What follows belongs to an exercise in optimizing a design on an open flow for small area, a short achievable clock period and few clock cycles per item; a production flow would make more cautious choices.
The RTL of this run was laid out without a check of its function.
Power figures rest on the tool's default switching activity, not on a simulated workload.

===== flow/config.mk =====
export PLATFORM = sky130hd
export DESIGN_NAME = SPM
export DESIGN_NICKNAME = SPM
export VERILOG_FILES = /design/flow/design.v
export SDC_FILE = /design/flow/constraint.sdc
export NUM_CORES = 4
export LEC_CHECK = 0
export CAP_MARGIN = 20
export CORE_MARGIN = 2
export CORE_UTILIZATION = 40
export SLEW_MARGIN = 20

===== flow/constraint.sdc =====
create_clock -name core_clock -period 5.0 [get_ports {clk}]
set_input_delay 1.0000 -clock core_clock [delete_from_list [all_inputs] [get_ports {clk}]]
set_output_delay 1.0000 -clock core_clock [all_outputs]
set_load 0.01 [all_outputs]

===== flow/design.v =====
`timescale 1ns/1ps
module d_reg (
    input wire clk,
    input wire rst,
    input wire d,
    output reg q
);
    always @(posedge clk or posedge rst) begin
        if (rst) q <= 1'b0;
        else     q <= d;
    end
endmodule
module full_adder (
    input wire a,
    input wire b,
    input wire cin,
    output wire s,
    output wire cout
);
    assign s = a ^ b ^ cin;
    assign cout = (a & b) | (b & cin) | (a & cin);
endmodule
module pipe (
    input wire clk,
    input wire rst,
    input wire a,    
    input wire b,    
    output wire q    
);
    wire s_wire, cin_wire, cout_wire;
    wire current_cin; 
    full_adder fa_inst (
        .a(a), .b(b), .cin(current_cin), 
        .s(s_wire), .cout(cout_wire)
    );
    d_reg reg_carry (
        .clk(clk), .rst(rst), .d(cout_wire), .q(current_cin)
    );
    d_reg reg_sum (
        .clk(clk), .rst(rst), .d(s_wire), .q(q)
    );
endmodule
module serial_converter #(parameter WIDTH = 8) (
    input wire clk,
    input wire rst,
    input wire load,
    input wire [WIDTH-1:0] d,
    output wire dout
);
    reg [WIDTH-1:0] buffer_s;
    always @(negedge clk or posedge rst) begin
        if (rst) begin
            buffer_s <= 0;
        end else begin
            if (load)
                buffer_s <= d;
            else
                buffer_s <= {1'b0, buffer_s[WIDTH-1:1]};  
        end
    end
    assign dout = buffer_s[0];
endmodule
module shift_reg_out #(parameter WIDTH = 16) (
    input wire clk,
    input wire rst,
    input wire ena,
    input wire d,  
    output wire [WIDTH-1:0] q_reg
);
    reg [WIDTH-1:0] buffer_s;
    always @(posedge clk or posedge rst) begin
        if (rst) begin
            buffer_s <= 0;
        end else if (ena) begin
            buffer_s <= {d, buffer_s[WIDTH-1:1]};
        end
    end
    assign q_reg = buffer_s;
endmodule
module bit_counter #(parameter MAX_COUNT = 16) (
    input wire clk,
    input wire rst,
    input wire ena,
    output reg max_tick
);
    integer count;
    always @(posedge clk or posedge rst) begin
        if (rst) begin
            count <= 0;
            max_tick <= 0;
        end else if (ena) begin
            if (count == MAX_COUNT) begin
                count <= 0;
                max_tick <= 1;  
            end else begin
                count <= count + 1;
                max_tick <= 0;
            end
        end else begin
            max_tick <= 0;
            count <= 0;
        end
    end
endmodule
module sp_multiplier_8bit (
    input wire clk,
    input wire rst,
    input wire ena,
    input wire load,
    input wire [7:0] a,  
    input wire [7:0] b,  
    output wire data_ready,
    output wire [15:0] prod,  
    output wire prod_ser
);
    wire a_s;               
    wire [7:0] and_out;     
    wire [7:0] reg_out;     
    wire [15:0] prod_s;     
    wire ready_s;
    serial_converter #(.WIDTH(8)) U_SER_CONV (
        .clk(clk), .rst(rst), .load(load), .d(a), .dout(a_s)
    );
    genvar i;
    generate
        for (i=0; i<8; i=i+1) begin : AND_ARRAY
            assign and_out[i] = a_s & b[i];
        end
    endgenerate
    d_reg U_MSB_REG (
        .clk(clk), .rst(rst), .d(and_out[7]), .q(reg_out[7])
    );
    pipe U_PIPE_6 (.clk(clk), .rst(rst), .a(reg_out[7]), .b(and_out[6]), .q(reg_out[6]));
    pipe U_PIPE_5 (.clk(clk), .rst(rst), .a(reg_out[6]), .b(and_out[5]), .q(reg_out[5]));
    pipe U_PIPE_4 (.clk(clk), .rst(rst), .a(reg_out[5]), .b(and_out[4]), .q(reg_out[4]));
    pipe U_PIPE_3 (.clk(clk), .rst(rst), .a(reg_out[4]), .b(and_out[3]), .q(reg_out[3]));
    pipe U_PIPE_2 (.clk(clk), .rst(rst), .a(reg_out[3]), .b(and_out[2]), .q(reg_out[2]));
    pipe U_PIPE_1 (.clk(clk), .rst(rst), .a(reg_out[2]), .b(and_out[1]), .q(reg_out[1]));
    pipe U_PIPE_0 (.clk(clk), .rst(rst), .a(reg_out[1]), .b(and_out[0]), .q(reg_out[0]));
    assign prod_ser = reg_out[0];
    shift_reg_out #(.WIDTH(16)) U_SHIFT_OUT (
        .clk(clk), .rst(rst), .ena(ena), .d(reg_out[0]), .q_reg(prod_s)
    );
    bit_counter #(.MAX_COUNT(16)) U_COUNTER (
        .clk(clk), .rst(rst), .ena(ena), .max_tick(ready_s)
    );
    reg [15:0] final_prod_reg;
    always @(posedge clk or posedge rst) begin
        if (rst) final_prod_reg <= 0;
        else if (ready_s) final_prod_reg <= prod_s;
    end
    assign prod = final_prod_reg;
    d_reg U_READY_FLAG (.clk(clk), .rst(rst), .d(ready_s), .q(data_ready));
endmodule
module SPM (
    input wire clk,
    input wire rst,
    input wire start,          
    input wire signed [7:0] a,
    input wire signed [7:0] b,
    output reg signed [15:0] prod,
    output reg done,
    output reg sign_flag
);
    localparam S_IDLE = 2'b00;
    localparam S_WORK = 2'b01;
    localparam S_DONE = 2'b10;
    reg [1:0] state;
    reg core_load;
    reg core_ena;
    wire core_ready;
    wire [15:0] core_prod;
    reg [7:0] abs_a, abs_b;
    reg stored_sign;
    sp_multiplier_8bit U_CORE (
        .clk(clk),
        .rst(rst),
        .ena(core_ena),
        .load(core_load),
        .a(abs_a),
        .b(abs_b),
        .data_ready(core_ready),
        .prod(core_prod),
        .prod_ser()
    );
    always @(posedge clk or posedge rst) begin
        if (rst) begin
            state <= S_IDLE;
            core_load <= 0;
            core_ena <= 0;
            done <= 0;
            prod <= 0;
            sign_flag <= 0;
            abs_a <= 0;
            abs_b <= 0;
            stored_sign <= 0;
        end else begin
            case (state)
                S_IDLE: begin
                    done <= 0;
                    if (start) begin
                        stored_sign <= a[7] ^ b[7];
                        abs_a <= (a[7]) ? (~a + 1) : a;
                        abs_b <= (b[7]) ? (~b + 1) : b;
                        core_load <= 1; 
                        core_ena <= 1;   
                        state <= S_WORK;
                    end
                end
                S_WORK: begin
                    core_load <= 0;  
                    core_ena <= 1;   
                    if (core_ready) begin
                        core_ena <= 0;  
                        if (stored_sign)
                            prod <= (~core_prod + 1);  
                        else
                            prod <= core_prod;
                        sign_flag <= stored_sign;
                        done <= 1;
                        state <= S_DONE;
                    end
                end
                S_DONE: begin
                    state <= S_IDLE;
                    done <= 0; 
                end
            endcase
        end
    end
endmodule

===== flow/run.sh =====
#!/bin/bash
# synth_recipe.tcl (not shown) runs the flow's synth.tcl, then flattens the netlist and writes it again
# the make line also repeats each setting of config.mk as NAME=value (left out here)
make -C /OpenROAD-flow-scripts/flow DESIGN_CONFIG=/design/flow/config.mk WORK_HOME=/design/flow/orfs CLKGATE_MAP_FILE= SYNTH_SCRIPT=/design/flow/synth_recipe.tcl finish

==> impl_metrics.toml <==
[outcome]
status = "finished clean"

[clocking]
clk_latency_ns = 0.42
cts_hold_buffers = 0
cts_buffers = 17
cts_root_buf = "clkbuf_16"
cts_tree = "yes"
postCtsSetupBuffers = 0
clockBufferDepth = 2
clk_pin_slew_ns = 0.06
cts_resized = 0
cts_max_level = 4
cts.sinks = 128

[logic_synthesis]
synth_edf_count = 0
muxShareOfSynthArea = 0.07749
ys_types = 36
synth-compound-area-share = 0.06034
synth-simple-area-share = 0.1522
ys_warn_count = 6
synth_top_family_by_area = "simple AND/OR/NAND/NOR gates"
syn_nets = 588
ys.flop_type = "dfrtp_1"
synthCells = 551
synth_fa_ha_area_frac = 0.04700
synthXorXnorAreaFrac = 0.07559
async_flop_share = 1.000
avgSynthCellArea_sq_um = 10.72
synth-seq-cells = 128
synthesis.area_sq_um = 5909
ys_seq_area_frac = 0.5420

[timing]
holdWs_ns = 0.4184
fin_setup_tns_ns = 0
rsz0062_at_grt = "false"
setup_slack_ns = 1.219
hold_viol = 0
drv_slew = 0
finalSetupViolations = 0
slew_headroom = 0.3691
tightest_slew_ns = 0.9440
finClkSkew_ns = 0.02498

[grt]
grt.overflow.total = 0
grt_pass1_vias = 4009
grt_pass1_wl_microns = 18770
grt_start_max_net_pins = 74
grtUsageTotal = 0.1469
antenna_found_initial = 0

[worst_setup_path]
cpMaxStageDelayCell = "dfrtn_1"
cp-end-kind = "flop"
cp_cell_sequence = "nand2_1, fa_1, inv_1"
crit_arrival_ns = 4.09
cp.required_ns = 5.31
cp-start-kind = "flop"
path_class = "flop to flop"
path_max_fanout = 8
worst-path-buf-inv = 1
path_delay_family = "flip-flops"
critical_path.max_stage_delay_ns = 0.55

[final_layout]
drive_gt1_frac = 0.1402
layout.nets = 623
layout_commonest_cell = "dfrtp_1"
layout.cells.non_filler = 783
layout_common_cells = "dfrtp_1 (120), nand2_1 (64), inv_1 (45), o21ai_0 (45), mux2_2 (38)"
largest_register_ffs = 32
regMostFlops = "U_CORE.U_COUNTER.count"
area_delta_synth_final_pct = 19.31
diodes = 0

[detailed_routing]
drt_drc_violations_left = 0
antenna_left = 0
vias = 3892
avgViaCountPerCell = 4.971
drt_iter0_drc = 276
drt-total-wl_microns = 10420
wl_per_cell_microns = 13.31
dr.pass1.iters = 4

[floorplan]
die_x_microns = 125.5
initial_core_util = 0.4081
die_y_microns = 125.5
ios = 37
num_rows = 44
die_area_sq_um = 15760
core_sq_um = 14480

[placement]
place.gp.congestion = 0.7543
io_buffers = 36
dp_cells = 751
place_ws_ns = 0.9332
dp_hpwl_microns = 6888

[power]
p_leak_uw = 0.003198
seq_power_share = 0.423
ir_drop_uv = 250.8
p_int_uw = 2573
clkPwrFrac = 0.338
p_sw_uw = 1169
sw_frac_of_total = 0.3124
combPwrFrac = 0.239
p_per_area_nw_per_um2 = 530.7

[flow_run]
max_cap_viol_count = 0

[worst_hold_path]
min_path_type = "flop to flop"
cell type report:
cell class / instances / area [sq um]
multi-input combinational: 354 / 2442
tap: 184 / 230.2
timing repair buffer: 39 / 382.9
sequential: 128 / 3203
inverter: 46 / 176.4
clock buffer: 21 / 460.4
clock inverter: 11 / 155.1
fill: 1313 / 7428
worst reg2reg max path: cells and delay by family (launching register included):
kind	cells	cell delay [ns]
DFF	1	0.55
adders and majority gates	1	0.50
and+or+nand+nor	1	0.11
buffers and inverters	1	0.04
metrics by stage:
stage	area, sq um	total power [uW]	utilization
floorplan	5913	2221	-
global placement	6435	2439	0.4444
detailed placement	6435	2487	0.4444
CTS	7051	3782	0.4870
global route	7051	4012	0.4870
finish	7051	3741	0.4870
path summary, 6_finish.rpt:
path	end	start	slack [ns]	cells after the start
setup / recovery	U_CORE.U_PIPE_0.reg_sum.q	U_CORE.U_SER_CONV.buffer_s[0]	1.22	3
max in group asynchronous	U_CORE.U_SER_CONV.buffer_s[4]	rst	1.38	2
setup reg to reg	U_CORE.U_PIPE_0.reg_sum.q	U_CORE.U_SER_CONV.buffer_s[0]	1.22	3
min in group asynchronous	state[1]	rst	0.92	2
hold / removal	U_CORE.U_SER_CONV.buffer_s[3]	U_CORE.U_SER_CONV.buffer_s[4]	0.42	1
hold reg to reg	U_CORE.U_SER_CONV.buffer_s[3]	U_CORE.U_SER_CONV.buffer_s[4]	0.42	1
cells by family (layout without fill, tap and decap cells):
family,Yosys count,in the layout
xor gates and xnor gates,51,51
muxes,41,41
buffers and inverters,69,117
AOI/OAI and AO/OA,64,64
adders and majority gates,18,18
and+or+nand+nor,180,180
DFF,128,128
per-layer routing:
layer  global-route usage  vias to the layer above  wire length (microns)
met4              0.04967                        0                    106
met2               0.2350                       53                   4993
li1                     -                     1924                      -
met5                    0                        -                      0
met3              0.04964                       13                    365
met1               0.1878                     1902                   4952
power groups by stage:
stage	Clock, uW	Sequential [uW]	Combinational, uW
5_1_grt	1350	1630	1040
2_1_floorplan	0	1500	721
4_1_cts	1300	1580	903
3_3_place_gp	0	1580	856
6_report	1270	1580	895
3_5_place_dp	0	1600	889
Yosys cell counts (all sizes together) (6+ instances only):
cell    number  area share
nand3       14       0.012
mux2        38       0.072
inv         46       0.029
xnor2       24       0.036
or3          6      0.0064
ha          11       0.023
nand2       64       0.041
nor4        13       0.017
dfrtn        8       0.034
a21oi        6      0.0051
nor2        39       0.026
o21ai       47       0.040
nand4       11       0.012
xor2        27       0.040
nor3        16       0.017
dfrtp      120        0.51
clkbuf      20       0.013
fa           7       0.024
